Context: an optimization exercise on an open-source flow, tuned for small area, a short achievable clock period and few clock cycles. The choices shown serve that exercise and are no tape-out recipe.
Function was checked by simulation only, so behaviour that the tests miss may differ from the original.
No activity file was given, so power comes from the tool's default toggle rates.

Setup of v36:
Design CORE, start of the top module:
module CORE(
  clk,
  rst_n,
  in_valid,
  in_data,
  out_valid,
  out_data
);
input               clk;
input               rst_n;
input               in_valid;
input       [15:0]  in_data;
output              out_valid;
output      [15:0]  out_data;
kMeans n_kMeans(
  .clk        (clk),
  .rst_n      (rst_n),
  .in_valid   (in_valid),
  .in_data    (in_data),
  .out_valid  (out_valid),
  .out_data   (out_data)
);
endmodule 
clock: 8.0 ns
lec_check: 0
cap_margin: 20
core_margin: 2
core_utilization: 60
cts_cluster_diameter: 120
cts_cluster_size: 24
setup_slack_margin: 5.0
slew_margin: 20
run.sh (not shown) runs the stock make flow with config.mk's settings and CLKGATE_MAP_FILE= SYNTH_SCRIPT=/design/flow/synth_recipe.tcl, a recipe that flattens the netlist after the stock synthesis.
v36 was carried through to the last stage, and its layout satisfied the timing, DRC and antenna checks.
Testbench counts of v36, summed over its fixed seeds: cycles 24,880.
[inputs] v9 vs v36
-- flow/config.mk --
<<< v36, line 9
export CORE_MARGIN = 2
export CORE_UTILIZATION = 60
export CTS_CLUSTER_DIAMETER = 120
export CTS_CLUSTER_SIZE = 24
export SETUP_SLACK_MARGIN = 5.0
export SLEW_MARGIN = 20
>>> v9, line 9
export CORE_MARGIN = 2
export CORE_UTILIZATION = 60
export CTS_CLUSTER_DIAMETER = 130
export CTS_CLUSTER_SIZE = 27
export SETUP_SLACK_MARGIN = 5.0
export SLEW_MARGIN = 20
--- outcome ---
From v36 to v9 the numbers moved as follows: critical path depth went up 1, internal power consumption went down about 3%. v9 vs. v36: combined area of all synthesized cells closely matched the old numbers; number of fillers in the final layout moved up. Going from v36 to v9, number of clock-tree buffers in the layout shrinks by about 17%. Compared with v36, in v9 fraction of the core area covered by cells at the end of the flow -0.43 points; power share of the clock group now smaller.

* * *

the baseline:
Another version of the RTL of CORE (not shown whole).
For scale: roughly 2900 flip-flops, roughly 36 I/O pins, about 110000 um^2 of cells after synthesis.
==> flow/config.mk <==
export PLATFORM = sky130hd
export DESIGN_NAME = CORE
export DESIGN_NICKNAME = CORE
export VERILOG_FILES = /design/flow/design.v
export SDC_FILE = /design/flow/constraint.sdc
export NUM_CORES = 4
export LEC_CHECK = 0
export CAP_MARGIN = 20
export CORE_MARGIN = 2
export CORE_UTILIZATION = 50
export SETUP_SLACK_MARGIN = 4.6
export SLEW_MARGIN = 20
==> flow/constraint.sdc <==
create_clock -name core_clock -period 8.0 [get_ports {clk}]
set_input_delay 1.6000 -clock core_clock [delete_from_list [all_inputs] [get_ports {clk}]]
set_output_delay 1.6000 -clock core_clock [all_outputs]
set_load 0.01 [all_outputs]
Testbench counts of the baseline, summed over its fixed seeds: cycles 25,008.
Setup changes, the baseline to the candidate
- CORE_UTILIZATION: 50 -> 55
- CTS_BUF_LIST: unset -> sky130_fd_sc_hd__clkbuf_8
- CTS_CLUSTER_SIZE: unset -> 30
==> comparison <==
- From the candidate to the baseline, register bit count reported by yosys did not move at all.
- Area added between synthesis and finish (higher): the baseline
- Depth of the critical timing path with buffers and inverters included for the candidate is lower than for the baseline.
- The candidate ended up with a lower clock share of power than the baseline did.
- Between the candidate and the baseline, the global-route wire length before repair does not differ in any meaningful way.
- The candidate vs. the baseline: wire length reported by the detailed router held steady, sequential standard cell area barely changed, time the worst path needs with I/O delays and setup has increased, sum of met3 wire segment lengths after detailed routing picked up an extra 3000 um.

* * *

## run A
The RTL this note starts from:
==> flow/design.v <==
module Division (
  input  [14:0] A,
  input  [7:0]  N,
  input  [9:0]  N3,
  output [14:0] Y,
  output [1:0]  Q
);
wire [9:0]  t  = {1'b0, A[14:6]};            
wire [10:0] d1 = {1'b0, t} - {3'b0, N};
wire [10:0] d2 = {1'b0, t} - {2'b0, N, 1'b0};
wire [10:0] d3 = {1'b0, t} - {1'b0, N3};
wire        ge1 = ~d1[10];
wire        ge2 = ~d2[10];
wire        ge3 = ~d3[10];
assign Q = ge3 ? 2'd3 : ge2 ? 2'd2 : ge1 ? 2'd1 : 2'd0;
wire [6:0]  r = ge3 ? d3[6:0] : ge2 ? d2[6:0] : ge1 ? d1[6:0] : t[6:0];
assign Y = {r, A[5:0], Q};
endmodule
module kmeans_ram #(
  parameter P = 4,
  parameter M = 32,
  parameter T = 3
) (
  input               CK,
  input               LOAD,
  input  [15:0]       DI,
  output [16*P-1:0]   HEAD,
  output [16*P-1:0]   TAP
);
reg [16*P*M-1:0] sr;
genvar k;
generate
  for (k = 0; k < P; k = k + 1) begin : g_chain
    wire [15:0] tail = sr[(k*M+M-1)*16 +: 16];
    wire [15:0] prev;
    if (k == 0) begin : g_first
      assign prev = DI;
    end else begin : g_next
      assign prev = sr[((k-1)*M+M-1)*16 +: 16];
    end
    always @(posedge CK)
      sr[k*M*16 +: M*16] <= {sr[k*M*16 +: (M-1)*16], LOAD ? prev : tail};
    assign HEAD[k*16 +: 16] = sr[(k*M)*16 +: 16];
    assign TAP[k*16 +: 16]  = sr[(k*M+T)*16 +: 16];
  end
endgenerate
endmodule
module kMeans #(
  parameter P = 4
) (
  input             clk,
  input             rst_n,
  input             in_valid,
  input      [15:0] in_data,
  output reg        out_valid,
  output reg [15:0] out_data
);
localparam M  = 128 / P;
localparam TW = (P <= 1) ? 8 : (P <= 2) ? 9 : (P <= 4) ? 10 : (P <= 8) ? 11 : 12;
localparam ST_IDLE  = 3'd0,
           ST_PASS  = 3'd1,
           ST_DRAIN = 3'd2,
           ST_DIV   = 3'd3,
           ST_OUT   = 3'd4;
reg  [2:0]  state;
reg  [6:0]  pc;
reg         iv_r;
reg  [15:0] id_r;
reg  [7:0]  wc;
always @(posedge clk) begin
  if (!rst_n) begin
    iv_r <= 1'b0;
    wc   <= 8'd0;
  end else begin
    iv_r <= in_valid;
    wc   <= iv_r ? wc + 8'd1 : 8'd0;
  end
  id_r <= in_data;
end
wire [16*P-1:0] head, tap;
kmeans_ram #(.P(P), .M(M), .T(3)) u_ram (
  .CK   (clk),
  .LOAD (iv_r),
  .DI   (id_r),
  .HEAD (head),
  .TAP  (tap)
);
reg  [7:0]  cx [0:3];
reg  [7:0]  cy [0:3];
reg          p1v;
wire         chg;
wire         fin = (state == ST_PASS) && (pc == 7'd0) && !chg;
wire         run = (state == ST_PASS) && !fin;
always @(posedge clk) begin
  if (!rst_n) p1v <= 1'b0;
  else        p1v <= iv_r && (wc >= 8'd4);
end
wire [P-1:0] v0 = run ? {P{1'b1}} : {{(P-1){1'b0}}, p1v};
reg  [P-1:0] v1, v2;
always @(posedge clk) begin
  if (!rst_n) begin
    v1 <= 0;
    v2 <= 0;
  end else begin
    v1 <= v0;
    v2 <= v1;
  end
end
reg  [4*P-1:0] sel;
genvar k, j;
generate
  for (k = 0; k < P; k = k + 1) begin : g_lane
    wire [7:0] x = head[k*16+8 +: 8];
    wire [7:0] y = head[k*16   +: 8];
    reg  [7:0] ax [0:3];
    reg  [7:0] ay [0:3];
    reg  [3:0] bx, by;
    reg  [8:0] d  [0:3];
    for (j = 0; j < 4; j = j + 1) begin : g_c
      wire       cox, coy;
      wire [7:0] ex, ey;
      assign {cox, ex} = {1'b0, x} + {1'b0, ~cx[j]};
      assign {coy, ey} = {1'b0, y} + {1'b0, ~cy[j]};
      always @(posedge clk) begin
        ax[j] <= ex ^ {8{~cox}};
        ay[j] <= ey ^ {8{~coy}};
        bx[j] <= cox;
        by[j] <= coy;
        d[j]  <= {1'b0, ax[j]} + {1'b0, ay[j]} + bx[j] + by[j];
      end
    end
    wire le01 = d[0] <= d[1];
    wire le02 = d[0] <= d[2];
    wire le03 = d[0] <= d[3];
    wire le12 = d[1] <= d[2];
    wire le13 = d[1] <= d[3];
    wire le23 = d[2] <= d[3];
    always @(posedge clk) begin
      if (!rst_n || !v2[k]) sel[k*4 +: 4] <= 4'd0;
      else begin
        sel[k*4+0] <=  le01 &  le02 &  le03;
        sel[k*4+1] <= ~le01 &  le12 &  le13;
        sel[k*4+2] <= ~le02 & ~le12 &  le23;
        sel[k*4+3] <= ~le03 & ~le13 & ~le23;
      end
    end
  end
endgenerate
reg  [TW-1:0] tx [0:3];
reg  [TW-1:0] ty [0:3];
generate
  for (j = 0; j < 4; j = j + 1) begin : g_sum
    wire [TW-1:0] ox [0:P-1];
    wire [TW-1:0] oy [0:P-1];
    for (k = 0; k < P; k = k + 1) begin : g_leaf
      assign ox[k] = {{(TW-8){1'b0}}, tap[k*16+8 +: 8] & {8{sel[k*4+j]}}};
      assign oy[k] = {{(TW-8){1'b0}}, tap[k*16   +: 8] & {8{sel[k*4+j]}}};
    end
    wire [TW-1:0] rsx [0:P-2];
    wire [TW-1:0] rcx [0:P-2];
    wire [TW-1:0] rsy [0:P-2];
    wire [TW-1:0] rcy [0:P-2];
    assign rsx[0] = ox[0];
    assign rcx[0] = ox[1];
    assign rsy[0] = oy[0];
    assign rcy[0] = oy[1];
    for (k = 0; k < P-2; k = k + 1) begin : g_row
      assign rsx[k+1] = rsx[k] ^ rcx[k] ^ ox[k+2];
      assign rcx[k+1] = ((rsx[k] & rcx[k]) | (rsx[k] & ox[k+2]) | (rcx[k] & ox[k+2])) << 1;
      assign rsy[k+1] = rsy[k] ^ rcy[k] ^ oy[k+2];
      assign rcy[k+1] = ((rsy[k] & rcy[k]) | (rsy[k] & oy[k+2]) | (rcy[k] & oy[k+2])) << 1;
    end
    always @(posedge clk) begin
      tx[j] <= rsx[P-2] + rcx[P-2];
      ty[j] <= rsy[P-2] + rcy[P-2];
    end
  end
endgenerate
wire        clr = (state == ST_OUT) || (state == ST_IDLE && iv_r && wc < 8'd4) ||
                  (state == ST_PASS && pc == 7'd0);
wire        div = (state == ST_DIV);
wire        div_last = div && (pc == 7'd3);
wire [3:0]  chg_j;
generate
  for (j = 0; j < 4; j = j + 1) begin : g_cl
    reg  [14:0] sx, sy;
    reg  [7:0]  n;
    reg  [9:0]  n3;
    wire [14:0] yx, yy;
    wire [1:0]  qx, qy;
    Division u_dx (.A(sx), .N(n), .N3(n3), .Y(yx), .Q(qx));
    Division u_dy (.A(sy), .N(n), .N3(n3), .Y(yy), .Q(qy));
    always @(posedge clk) begin
      if (clr) begin
        sx <= 15'd0;
        sy <= 15'd0;
      end else if (div) begin
        sx <= yx;
        sy <= yy;
      end else begin
        sx <= sx + tx[j];
        sy <= sy + ty[j];
      end
    end
    reg [3:0] pn;
    integer q;
    always @(*) begin
      pn = 4'd0;
      for (q = 0; q < P; q = q + 1) pn = pn + sel[q*4+j];
    end
    always @(posedge clk) begin
      if (clr) n <= 8'd0;
      else if (!div) n <= n + pn;
      n3 <= {2'b0, n} + {1'b0, n, 1'b0};
    end
    reg         dif;
    wire [1:0]  cxb = cx[j] >> (6 - 2*pc[1:0]);
    wire [1:0]  cyb = cy[j] >> (6 - 2*pc[1:0]);
    wire        dif_s = (qx != cxb) | (qy != cyb);
    always @(posedge clk)
      if (div) dif <= (pc == 7'd0) ? dif_s : (dif | dif_s);
    assign chg_j[j] = (n != 8'd0) & dif;
    always @(posedge clk) begin
      if (state == ST_IDLE && iv_r && wc == j) begin
        cx[j] <= id_r[15:8];
        cy[j] <= id_r[7:0];
      end else if (div_last && n != 8'd0) begin
        cx[j] <= yx[7:0];
        cy[j] <= yy[7:0];
      end
    end
  end
endgenerate
assign chg = |chg_j;
always @(posedge clk) begin
  if (!rst_n) begin
    state <= ST_IDLE;
    pc    <= 7'd0;
  end else begin
    case (state)
      ST_IDLE: begin
        pc <= 7'd0;
        if (iv_r && wc == 8'd131) begin
          state <= ST_DRAIN;
          pc    <= 7'd4;
        end
      end
      ST_PASS: begin
        pc <= pc + 7'd1;
        if (pc == 7'd0 && !chg) begin
          state <= ST_OUT;
          pc    <= 7'd1;
        end else if (pc == M - 1) begin
          state <= ST_DRAIN;
          pc    <= 7'd3;
        end
      end
      ST_DRAIN: begin
        pc <= pc - 7'd1;
        if (pc == 7'd0) begin
          state <= ST_DIV;
          pc    <= 7'd0;
        end
      end
      ST_DIV: begin
        pc <= pc + 7'd1;
        if (pc == 7'd3) begin
          pc    <= 7'd0;
          state <= ST_PASS;
        end
      end
      ST_OUT: begin
        pc <= pc + 7'd1;
        if (pc == 7'd3) begin
          state <= ST_IDLE;
          pc    <= 7'd0;
        end
      end
      default: state <= ST_IDLE;
    endcase
  end
end
always @(posedge clk) begin
  if (!rst_n) out_valid <= 1'b0;
  else        out_valid <= (state == ST_OUT) || fin;
end
always @(posedge clk) begin
  if (state == ST_OUT || fin)
    out_data <= {cx[pc[1:0]], cy[pc[1:0]]};
end
endmodule
module CORE(
  clk,
  rst_n,
  in_valid,
  in_data,
  out_valid,
  out_data
);
input               clk;
input               rst_n;
input               in_valid;
input       [15:0]  in_data;
output              out_valid;
output      [15:0]  out_data;
kMeans n_kMeans(
  .clk        (clk),
  .rst_n      (rst_n),
  .in_valid   (in_valid),
  .in_data    (in_data),
  .out_valid  (out_valid),
  .out_data   (out_data)
);
endmodule 
Settings: LEC_CHECK=0, ABC_AREA=1, CAP_MARGIN=20, CORE_MARGIN=2, CORE_UTILIZATION=62, SETUP_SLACK_MARGIN=5.0, SLEW_MARGIN=20; clock period 8.0 ns.
Run A completed every stage of the flow, and the final layout passed the timing, DRC and antenna checks.
Testbench counts of run A, summed over its fixed seeds: cycles 24,944.
Input-level comparison between run B and run A:
Settings: CORE_UTILIZATION: 62 -> 70; ABC_AREA: 1 -> unset; CTS_CLUSTER_SIZE: unset -> 18; CTS_CLUSTER_DIAMETER: unset -> 100.
## What came out
Run B did not make it past global routing (5_1_grt), where a tool error ended it.
Between run B and run A, it is run B whose arithmetic-cell share of the synthesized area counting full adders, half adders and majority gates is higher, by 0.38 points.
Post-placement cell area in run B is 2.0% below run A.
What run A reported for standard-cell row count has to be multiplied by 0.929 to get the figure for run B.
Diff run A -> run B | instance count of the mapped netlist | down by more than 10%
Between run B and run A, it is run B whose area share of xor/xnor cells in the synthesized design is higher, by 0.28 points.
Area after synthesis down 2.2% in run B wrt run A
--- input diff run B..run C ---
Settings: CTS_CLUSTER_DIAMETER no longer set, was 100; CORE_UTILIZATION now 50, was 70; CTS_CLUSTER_SIZE no longer set, was 18.
Notes after the runs:
Among run C and run B, the run that stopped before the end is run B, and it is the only one. Diff run B -> run C | total number of placement rows | up by more than 10%. Measured against run C, the number of placed cells counting well taps of run B comes out at 0.934 times the reference value. Run C against run B: async set-or-reset flop fraction in the synthesized netlist shows no meaningful change; post-placement setup slack shows an increase of 0.49 ns; post-CTS repair timing setup buffer count shows a reduction of 7; depth of the CTS H-tree shows an increase of 1; half-perimeter wire length after detailed placement shows a reduction of about 3%. Going from run B to run C, post-CTS resize count shrinks by 15%. Run C ended up with a lower initial standard-cell utilization of the core than run B did. Diff run B -> run C | number of buffers between clock root and the deepest sink | increase of 1. Run C vs run B — width of the die climbed by more than 10%.

-- what the ideal ports hide --
No port has a modelled driver above. Below, the same layouts with a new extraction and two added sets of constraints. Step 1 assumes that a clkbuf_16 drives the clock port and a buf_2 every other input. Step 2 also shifts input and output timing later by t, the mid clock arrival at the registers, as if the neighbouring blocks saw the same clock. a / b / c = ideal / step 1 / step 2; a / b = the first two.
run	t (ns)	setup slack, ns	hold slack, ns	clock arrival spread, ns
v36	0.916	4.949 / 4.949 / 4.258	0.293 / 0.293 / 0.293	0.080 / 0.080
v9	0.939	4.990 / 4.961 / 4.273	0.276 / 0.276 / 0.276	0.116 / 0.117
the baseline	0.990	4.662 / 4.578 / 4.369	0.279 / 0.279 / 0.279	0.095 / 0.094
the candidate	1.140	4.605 / 4.605 / 4.385	0.244 / 0.244 / 0.244	0.158 / 0.158
run A	0.982	4.686 / 4.594 / 4.315	0.275 / 0.275 / 0.275	0.089 / 0.089
run C	1.005	4.825 / 4.825 / 4.227	0.226 / 0.226 / 0.226	0.108 / 0.108
After both steps setup and hold are still met in every run listed. For v9, which loses most, drivers alone change the setup slack by -0.029 ns; drivers and shift together by -0.717 ns.
